Source: an optimization exercise on an open RTL-to-GDS flow (aim: small area and a short achievable clock period). Production flows keep margins and buffers that such runs may drop. In this exercise RTL edits were held to simulation tests only and were not proved equivalent to the original. No activity file was given, so power comes from the tool's default toggle rates.

==> inputs of sierra <==
==> flow/design.v <==
module synchronous_fifo#(parameter FIFO_WIDTH = 32, NO_OF_ELEMENTS = 32, FIFO_DEPTH = $clog2(NO_OF_ELEMENTS))
(	input clk, resetn, w_en, r_en,
	input [FIFO_WIDTH-1:0] d_in,
	output [FIFO_WIDTH-1:0] d_out,
	output full, empty
	);
	localparam N = NO_OF_ELEMENTS;
	reg [FIFO_WIDTH-1:0] d_out_reg;
	reg [FIFO_WIDTH-1:0] mem [N-1:0];
	reg [3:0] w_lo;                  
	reg [N/4-1:0] w_hi;              
	reg [N-1:0] r_sel;               
	reg [FIFO_DEPTH-1:0] count;      
	reg nfull_i, empty_i;            
	reg full_o, nempty_o;            
	wire wr = w_en & nfull_i;
	wire rd = r_en & ~empty_i;
	wire one_left = (count == 1);
	wire one_free = (count == N-1);
	reg [FIFO_WIDTH-1:0] rdata;
	integer k;
	always @(*) begin
		rdata = 0;
		for (k = 0; k < N; k = k + 1)
			rdata = rdata | (mem[k] & {FIFO_WIDTH{r_sel[k]}});
	end
	genvar i;
	generate
		for (i = 0; i < N; i = i + 1) begin : g_word
			always @(posedge clk)
				if (wr & w_lo[i % 4] & w_hi[i / 4])
					mem[i] <= d_in;
		end
	endgenerate
	always @(posedge clk or negedge resetn) begin
		if (~resetn) begin
			w_lo <= 1;
			w_hi <= 1;
			r_sel <= 1;
			count <= 0;
			nfull_i <= 1'b1;
			empty_i <= 1'b1;
			full_o <= 1'b0;
			nempty_o <= 1'b0;
			d_out_reg <= 0;
		end else begin
			if (wr) begin
				w_lo <= {w_lo[2:0], w_lo[3]};
				if (w_lo[3])
					w_hi <= {w_hi[N/4-2:0], w_hi[N/4-1]};
			end
			if (rd) begin
				r_sel <= {r_sel[N-2:0], r_sel[N-1]};
				d_out_reg <= rdata;
			end
			if (wr & ~rd) begin
				count <= count + 1'b1;
				empty_i <= 1'b0;
				nempty_o <= 1'b1;
				nfull_i <= ~one_free;
				full_o <= one_free;
			end else if (rd & ~wr) begin
				count <= count - 1'b1;
				nfull_i <= 1'b1;
				full_o <= 1'b0;
				empty_i <= one_left;
				nempty_o <= ~one_left;
			end
		end
	end
	assign d_out = d_out_reg;
	assign full = full_o;
	assign empty = ~nempty_o;
endmodule
==> flow/flow/run.sh <==
#!/bin/bash
set -e
cp standard.sh standard.sh.txt
export CTS_ARGS="-sink_clustering_enable -repair_clock_nets -dont_use_dummy_load"
bash standard.sh > standard.log 2>&1
==> flow/standard.sh <==
#!/bin/bash
# synth_recipe.tcl (not shown) runs the flow's synth.tcl, then flattens the netlist and writes it again
# the make line also repeats each setting of config.mk as NAME=value (left out here)
make -C /OpenROAD-flow-scripts/flow DESIGN_CONFIG=/design/flow/config.mk WORK_HOME=/design/flow/orfs CLKGATE_MAP_FILE= SYNTH_SCRIPT=/design/flow/synth_recipe.tcl "${@:-finish}"
==> flow/config.mk <==
export PLATFORM = sky130hd
export DESIGN_NAME = synchronous_fifo
export DESIGN_NICKNAME = synchronous_fifo
export VERILOG_FILES = /design/flow/design.v
export SDC_FILE = /design/flow/constraint.sdc
export NUM_CORES = 4
export LEC_CHECK = 0
export CAP_MARGIN = 20
export CORE_MARGIN = 2
export CORE_UTILIZATION = 74
export SETUP_SLACK_MARGIN = 1.4
export SLEW_MARGIN = 20
==> flow/constraint.sdc <==
create_clock -name core_clock -period 3.3 [get_ports {clk}]
set_input_delay 0.6600 -clock core_clock [delete_from_list [all_inputs] [get_ports {clk}]]
set_output_delay 0.6600 -clock core_clock [all_outputs]
set_load 0.01 [all_outputs]
==> harbor: changes against sierra <==
==> flow/run.sh (new file) <==
#!/bin/bash
# synth_recipe.tcl (not shown) runs the flow's synth.tcl, then flattens the netlist and writes it again
# the make line also repeats each setting of config.mk as NAME=value (left out here)
make -C /OpenROAD-flow-scripts/flow DESIGN_CONFIG=/design/flow/config.mk WORK_HOME=/design/flow/orfs CLKGATE_MAP_FILE= SYNTH_SCRIPT=/design/flow/synth_recipe.tcl finish
--- a/flow/config.mk
+++ b/flow/config.mk
@@ -8,5 +8,5 @@
 export CAP_MARGIN = 20
 export CORE_MARGIN = 2
-export CORE_UTILIZATION = 74
-export SETUP_SLACK_MARGIN = 1.4
+export CORE_UTILIZATION = 70
+export SETUP_SLACK_MARGIN = 1.3
 export SLEW_MARGIN = 20
removed: flow/flow/run.sh
removed: flow/standard.sh
==> zinc: changes against sierra <==
==> flow/run.sh (new file) <==
#!/bin/bash
# synth_recipe.tcl (not shown) runs the flow's synth.tcl, then flattens the netlist and writes it again
# the make line also repeats each setting of config.mk as NAME=value (left out here)
make -C /OpenROAD-flow-scripts/flow DESIGN_CONFIG=/design/flow/config.mk WORK_HOME=/design/flow/orfs CLKGATE_MAP_FILE= SYNTH_SCRIPT=/design/flow/synth_recipe.tcl finish
--- a/flow/config.mk
+++ b/flow/config.mk
@@ -8,5 +8,5 @@
 export CAP_MARGIN = 20
 export CORE_MARGIN = 2
-export CORE_UTILIZATION = 74
-export SETUP_SLACK_MARGIN = 1.4
+export CORE_UTILIZATION = 78
+export SETUP_SLACK_MARGIN = 1.45
 export SLEW_MARGIN = 20
removed: flow/flow/run.sh
removed: flow/standard.sh
==> run notes <==
inverters 5; post-layout min period around 2.0 ns; clock-cell share of area under 10%; num rows 84; clk latency of the worst-skew pair just under 0.7 ns; vias in the first global route roughly 24,000; CP Launch Type register; P_comb just under 0.8 mW; WP buf/inv 0; die area approximately 0.056 mm2; Setup crit end d_out_reg[6]; GR Util met1 a little over three fifths; status finished clean; post-CTS setup buffer count 16; Initial Util between 70% and 80%; Placed Instances 2,930
(the above is from sierra)
==> run notes <==
post-layout min period around 2 ns; vias in the first global route 23,595; Initial Util approximately 71%; clk latency of the worst-skew pair 0.67 ns; clock-cell share of area 7.55%; CP Launch Type register; die area approximately 0.059 mm2; num rows 87; WP buf/inv 1; status finished clean; P_comb 0.722 mW
(the above is from harbor)
==> run notes <==
status did not finish; failing step global routing; Err [ERROR GRT-0232] Routing congestion too high. Check the congestion heatmap in the GUI.; post-CTS setup buffer count 100; GR Util met1 a little under 90%; num rows 82; dpl ws between 0.5 and 0.6 ns; largest family of logic cells by synthesized area compound AO/OA/AOI/OAI gates; Placed Instances between 2,000 and 3,000; Initial Util slightly below 80%
(the above is from zinc)

==> port drivers added, routing unchanged <==
How much do the figures lean on ideal ports? The routed layouts below were timed once more, with nothing changed but the port constraints. Step 1 sets driving cells, clkbuf_16 on the clock port and buf_2 on the other inputs (assumed; they add their load-dependent delay and slew). Step 2, shift: input delay + t, output delay - t, t = (earliest + latest rising clock arrival at the registers) / 2. This alone moves slack from input paths to output paths. Slacks: no drivers / after step 1 / after step 2; pairs: no drivers / after step 1.
| run | t (ns) | setup WS [ns] | worst setup path at the end |
|---|---|---|---|
| sierra | 0.713 | 1.343 / 1.322 / 0.677 | input to register |
| harbor | 0.724 | 1.305 / 1.258 / 0.658 | input to register |
After both steps setup and hold are still met in every run listed. For sierra, which loses most, drivers alone change the setup slack by -0.021 ns; drivers and shift together by -0.666 ns.
